This design comes from an exercise in tuning for small area on the open sky130 flow, not from production work.

Setup of job 8924:
==> flow/design.v <==
module Debounce(
	input i_in,
	input i_clk,
	input i_rst,
	output o_debounced,
	output o_neg,
	output o_pos
);
	parameter CNT_N = 7;
	localparam CNT_BIT = $clog2(CNT_N+1);
	logic o_debounced_r, o_debounced_w;
	logic [CNT_BIT-1:0] counter_r, counter_w;
	logic neg_r, neg_w, pos_r, pos_w;
	assign o_debounced = o_debounced_r;
	assign o_pos = pos_r;
	assign o_neg = neg_r;
	always_comb begin
		pos_w = ~o_debounced_r &  o_debounced_w;
		neg_w =  o_debounced_r & ~o_debounced_w;
		if (i_in != o_debounced_r) begin
			counter_w = counter_r - 1;
		end else begin
			counter_w = CNT_N;
		end
		if (counter_r == 0) begin
			o_debounced_w = ~o_debounced_r;
		end else begin
			o_debounced_w = o_debounced_r;
		end
	end
	always_ff @(posedge i_clk) begin
		if (i_rst) begin
			o_debounced_r <= 1'b1;
			counter_r <= CNT_N;
			neg_r <= 1'b0;
			pos_r <= 1'b0;
		end else begin
			o_debounced_r <= o_debounced_w;
			counter_r <= counter_w;
			neg_r <= neg_w;
			pos_r <= pos_w;
		end
	end
endmodule
module SevenHexDecoder(
	input [6:0] i_hex,
	output logic [6:0] o_seven_hun,
	output logic [6:0] o_seven_ten,
	output logic [6:0] o_seven_one
);
	function automatic [6:0] seg(input [3:0] d);
		case (d)
			0: seg = 7'b1000000; 1: seg = 7'b1111001; 2: seg = 7'b0100100; 3: seg = 7'b0110000;
			4: seg = 7'b0011001; 5: seg = 7'b0010010; 6: seg = 7'b0000010; 7: seg = 7'b1011000;
			8: seg = 7'b0000000; 9: seg = 7'b0010000; default: seg = 7'b1111111;
		endcase
	endfunction
	wire [3:0] q = i_hex / 10;
	wire [3:0] ones = i_hex % 10;
	wire hun = q >= 10;
	wire [3:0] tens = hun ? q - 4'd10 : q;
	assign o_seven_hun = hun ? 7'b1111001 : 7'b1111111;
	assign o_seven_ten = (q != 0) ? seg(tens) : 7'b1111111;
	assign o_seven_one = seg(ones);
endmodule
module Top(
	input i_clk,
	input i_rst,
	input i_start,
	input [17:0] i_sw,
	output logic [6:0] o_random_out
);
	parameter SHOW_NUM = 15;
	parameter DELAY0 = 34;
	parameter DELAY1 = 131;
	parameter DELAY2 = 242;
	parameter DELAY3 = 297;
	parameter DELAY4 = 372;
	localparam [31:0] MUL_T = 32'd48271;      
	localparam [31:0] MUL_R = 32'd22695433;   
	function automatic [8:0] delay_of(input [3:0] n);
		if (n < 5)       delay_of = DELAY0;
		else if (n < 9)  delay_of = DELAY1;
		else if (n < 12) delay_of = DELAY2;
		else if (n < 14) delay_of = DELAY3;
		else             delay_of = DELAY4;
	endfunction
	function automatic [31:0] cdelay_rot(input [3:0] n);
		logic [31:0] c;
		if (n < 5)       c = MUL_T * DELAY0;
		else if (n < 9)  c = MUL_T * DELAY1;
		else if (n < 12) c = MUL_T * DELAY2;
		else if (n < 14) c = MUL_T * DELAY3;
		else             c = MUL_T * DELAY4;
		cdelay_rot = {c[30:0], c[31]};
	endfunction
	logic sw;             
	logic idle;           
	logic [3:0] run_num;  
	logic [8:0] left;     
	logic [31:0] rdm;
	logic [31:0] tmul;    
	logic [31:0] prod;    
	wire done = (run_num == SHOW_NUM);
	wire draw = sw && !done && (idle || left == 0);
	wire [31:0] prod_g = prod & {32{!idle}};
	wire [31:0] sum;
	wire [32:0] sum_c;
	assign sum_c[0] = 1'b0;
	genvar i;
	generate
		for (i = 0; i < 32; i++) begin : sum_add
			FullAdd u(.a(tmul[i]), .b(prod_g[i]), .ci(sum_c[i]), .s(sum[i]), .co(sum_c[i+1]));
		end
	endgenerate
	wire [31:0] rdm_new = (&sum) ? 32'd0 : sum;
	wire [4:0] idx = left[4:0];
	wire [31:0] mul_r_rot = {MUL_R[30:0], MUL_R[31]};
	wire [31:0] cdel = cdelay_rot(run_num);
	wire prod_k = mul_r_rot[idx];
	wire prod_c = cdel[idx];
	wire [31:0] pp = rdm & {32{prod_k}};
	wire [31:0] prod_next;
	wire [31:0] prod_cy;
	assign prod_next[0] = prod_c ^ pp[0];
	assign prod_cy[0] = prod_c & pp[0];
	generate
		for (i = 1; i < 31; i++) begin : prod_add
			FullAdd u(.a(prod[i-1]), .b(pp[i]), .ci(prod_cy[i-1]), .s(prod_next[i]), .co(prod_cy[i]));
		end
	endgenerate
	assign prod_next[31] = prod[30] ^ pp[31] ^ prod_cy[30];
	logic [31:0] tmul_next;
	always_comb begin
		logic c;
		c = 1'b0;
		for (int k = 0; k < 32; k++) begin
			tmul_next[k] = tmul[k] ^ MUL_T[k] ^ c;
			c = (tmul[k] & MUL_T[k]) | (tmul[k] & c) | (MUL_T[k] & c);
		end
	end
	always_ff @(posedge i_clk) begin
		if (i_rst) begin
			sw <= 0;
			idle <= 1;
			run_num <= 0;
			rdm <= 0;
			tmul <= 0;
		end
		else begin
			tmul <= tmul_next;
			if (i_start)
				sw <= ~sw;
			if (sw)
				idle <= 0;
			if (!sw)
				run_num <= 0;
			else if (draw)
				run_num <= run_num + 1;
			if (draw)
				rdm <= rdm_new;
		end
	end
	always_ff @(posedge i_clk) begin
		if (!sw)
			left <= DELAY0;
		else if (draw)
			left <= delay_of(run_num + 1);
		else
			left <= left - 1;
		prod <= prod_next;
	end
	wire [6:0] rem_inc;    
	RemInc rem0(.i_rdm(rdm), .i_m(i_sw[6:0]), .o_rem_inc(rem_inc));
	always_comb begin
		if (!sw)
			o_random_out = 0;
		else if (done && i_sw[17])
			o_random_out = i_sw[16:10];
		else
			o_random_out = rem_inc;
	end
endmodule
module RemInc(input [31:0] i_rdm, input [6:0] i_m, output [6:0] o_rem_inc);
	wire [31:0] rdm = i_rdm;
	wire [6:0] m = i_m;
	wire [6:0] nm = ~m;
	genvar j, i;
	logic [6:0] r [0:7];
	assign r[0] = 7'd0;
	generate
		for (j = 0; j < 7; j++) begin : rs
			wire [7:0] t = {r[j], rdm[31-j]};
			wire [8:0] c;
			wire [7:0] d;
			assign c[0] = 1'b1;
			for (i = 0; i < 8; i++) begin : bit_
				wire mb = (i < 7) ? nm[i] : 1'b1;
				assign d[i] = t[i] ^ mb ^ c[i];
				assign c[i+1] = (t[i] & mb) | (t[i] & c[i]) | (mb & c[i]);
			end
			wire [6:0] keep = (7'd1 << (j + 1)) - 7'd1;
			assign r[j+1] = (c[8] ? d[6:0] : t[6:0]) & keep;
		end
	endgenerate
	logic [6:0] q [7:32];
	logic sub [7:32];
	assign q[7] = r[7];
	assign sub[7] = 1'b1;
	generate
		for (j = 7; j < 32; j++) begin : ns
			NrStage st(.i_r(q[j]), .i_sub(sub[j]), .i_b(rdm[31-j]), .i_m(m), .o_r(q[j+1]), .o_sub(sub[j+1]));
		end
	endgenerate
	wire neg = ~sub[32];
	wire [7:0] cc;
	assign cc[0] = 1'b1;
	generate
		for (i = 0; i < 7; i++) begin : fin
			wire a = m[i] & neg;
			assign o_rem_inc[i] = q[32][i] ^ a ^ cc[i];
			assign cc[i+1] = (q[32][i] & a) | (q[32][i] & cc[i]) | (a & cc[i]);
		end
	endgenerate
endmodule
module NrStage(input [6:0] i_r, input i_sub, input i_b, input [6:0] i_m, output [6:0] o_r, output o_sub);
	wire [7:0] t = {i_r, i_b};
	wire [7:0] c;
	assign o_r[0] = i_b ^ i_m[0];
	assign c[1] = i_sub ? (i_b | ~i_m[0]) : (i_b & i_m[0]);
	genvar i;
	generate
		for (i = 1; i < 7; i++) begin : bit_
			FullAdd u(.a(t[i]), .b(i_m[i] ^ i_sub), .ci(c[i]), .s(o_r[i]), .co(c[i+1]));
		end
	endgenerate
	assign o_sub = ~(t[7] ^ i_sub ^ c[7]);
endmodule
module FullAdd(input a, input b, input ci, output s, output co);
	assign s = a ^ b ^ ci;
	assign co = (a & b) | (a & ci) | (b & ci);
endmodule
module Lab1(
	input CLOCK_50,
	input RST,
	input KEY0,
	input [17:0] SW,
	output [6:0] HEX0,
	output [6:0] HEX1,
	output [6:0] HEX2
);
	logic keydown;
	logic [6:0] random_value;
	Debounce deb0(
		.i_in(KEY0),
		.i_clk(CLOCK_50),
		.i_rst(RST),
		.o_neg(keydown)
	);
	Top top0(
		.i_clk(CLOCK_50),
		.i_rst(RST),
		.i_start(keydown),
		.i_sw(SW),
		.o_random_out(random_value)
	);
	SevenHexDecoder seven_dec0(
		.i_hex(random_value),
		.o_seven_hun(HEX2),
		.o_seven_ten(HEX1),
		.o_seven_one(HEX0)
	);
endmodule
==> flow/config.mk <==
export PLATFORM = sky130hd
export DESIGN_NAME = Lab1
export DESIGN_NICKNAME = Lab1
export VERILOG_FILES = /design/flow/design.v
export SDC_FILE = /design/flow/constraint.sdc
export NUM_CORES = 4
export LEC_CHECK = 0
export CAP_MARGIN = 20
export CORE_MARGIN = 2
export CORE_UTILIZATION = 40
export SLEW_MARGIN = 20
export SYNTH_HIERARCHICAL = 1
export SYNTH_MINIMUM_KEEP_SIZE = 0
==> flow/constraint.sdc <==
create_clock -name core_clock -period 160.0 [get_ports {CLOCK_50}]
set_input_delay 32.0000 -clock core_clock [delete_from_list [all_inputs] [get_ports {CLOCK_50}]]
set_output_delay 32.0000 -clock core_clock [all_outputs]
set_load 0.01 [all_outputs]
run.sh (not shown) runs the stock make flow with config.mk's settings and CLKGATE_MAP_FILE= SYNTH_SCRIPT=/design/flow/synth_recipe.tcl, a recipe that flattens the netlist after the stock synthesis.
Inputs modified between job 8924 and job 8626:
diff --git a/flow/design.v b/flow/design.v
--- a/flow/design.v
+++ b/flow/design.v
@@ -200,44 +200,38 @@
 				assign c[i+1] = (t[i] & mb) | (t[i] & c[i]) | (mb & c[i]);
 			end
 			wire [6:0] keep = (7'd1 << (j + 1)) - 7'd1;
 			assign r[j+1] = (c[8] ? d[6:0] : t[6:0]) & keep;
 		end
 	endgenerate
-	logic [6:0] q [7:32];
-	logic sub [7:32];
-	assign q[7] = r[7];
-	assign sub[7] = 1'b1;
+	logic [7:0] q [7:32];
+	assign q[7] = {1'b0, r[7]};
 	generate
 		for (j = 7; j < 32; j++) begin : ns
-			NrStage st(.i_r(q[j]), .i_sub(sub[j]), .i_b(rdm[31-j]), .i_m(m), .o_r(q[j+1]), .o_sub(sub[j+1]));
-		end
-	endgenerate
-	wire neg = ~sub[32];
+			wire sub = ~q[j][7];
+			wire [7:0] t = {q[j][6:0], rdm[31-j]};
+			wire [8:0] c;
+			assign q[j+1][0] = t[0] ^ m[0];
+			assign c[1] = sub ? (t[0] | nm[0]) : (t[0] & m[0]);
+			for (i = 1; i < 7; i++) begin : bit_
+				FullAdd u(.a(t[i]), .b(m[i] ^ sub), .ci(c[i]), .s(q[j+1][i]), .co(c[i+1]));
+			end
+			wire t7s = t[7] ^ sub;
+			assign q[j+1][7] = t7s ^ c[7];
+		end
+	endgenerate
+	wire neg = q[32][7];
 	wire [7:0] cc;
 	assign cc[0] = 1'b1;
 	generate
 		for (i = 0; i < 7; i++) begin : fin
 			wire a = m[i] & neg;
 			assign o_rem_inc[i] = q[32][i] ^ a ^ cc[i];
 			assign cc[i+1] = (q[32][i] & a) | (q[32][i] & cc[i]) | (a & cc[i]);
 		end
 	endgenerate
-endmodule
-module NrStage(input [6:0] i_r, input i_sub, input i_b, input [6:0] i_m, output [6:0] o_r, output o_sub);
-	wire [7:0] t = {i_r, i_b};
-	wire [7:0] c;
-	assign o_r[0] = i_b ^ i_m[0];
-	assign c[1] = i_sub ? (i_b | ~i_m[0]) : (i_b & i_m[0]);
-	genvar i;
-	generate
-		for (i = 1; i < 7; i++) begin : bit_
-			FullAdd u(.a(t[i]), .b(i_m[i] ^ i_sub), .ci(c[i]), .s(o_r[i]), .co(c[i+1]));
-		end
-	endgenerate
-	assign o_sub = ~(t[7] ^ i_sub ^ c[7]);
 endmodule
 module FullAdd(input a, input b, input ci, output s, output co);
 	assign s = a ^ b ^ ci;
 	assign co = (a & b) | (a & ci) | (b & ci);
 endmodule
 module Lab1(
## What came out
In the metrics for job 8626 and job 8924, the one carrying the higher worst hold slack after final layout is job 8924. Summary of job 8626 over job 8924: die outline area increased by 1400 um2 relative to the old numbers, final core utilization went up 4.6 points, critical path depth increased 66. Cell area went up by more than 10% going from job 8924 to job 8626. In the flow results for job 8626 and job 8924, the pin count of the biggest net entering global routing is smaller on job 8924. Run comparison: job 8924 most common cell after layout, fill and taps aside sky130_fd_sc_hd__fa_1; job 8626 most common cell after layout, fill and taps aside sky130_fd_sc_hd__fa_2. Side by side, count of buffering cells on the critical path with inverters included turned out higher in job 8626 than in job 8924.
Function was not checked in any run of this note: the RTL went through the layout flow alone.

-- re-timing with driven ports --
The flow's constraints put no driver on any port. The routed layouts listed below were extracted and timed again, unchanged, in two steps.
Step 1, drivers: a clkbuf_16 drives CLOCK_50 and a buf_2 each remaining input, both assumed.
Step 2 adds t to the input delays and takes it off the output delays; t is the mean of the earliest and latest rising clock arrival at the registers after step 1. Input paths then give back, and output paths get back, about the clock's delay inside the block.
Slacks: ideal / step 1 / step 2; pairs: ideal / step 1.
run | t (ns) | slack for setup (ns) | hold slack, ns | worst setup path at the end | pins driven straight from the clock port
job 8924 | 0.442 | 3.355 / 3.336 / 3.336 | 0.419 / 0.419 / 0.419 | input to output | 1
job 8626 | 0.455 | 2.746 / 2.724 / 2.724 | 0.412 / 0.412 / 0.412 | input to output | 1
After both steps every run listed still meets setup and hold. For job 8626, which loses most, drivers alone change the setup slack by -0.022 ns; drivers and shift together by -0.022 ns.
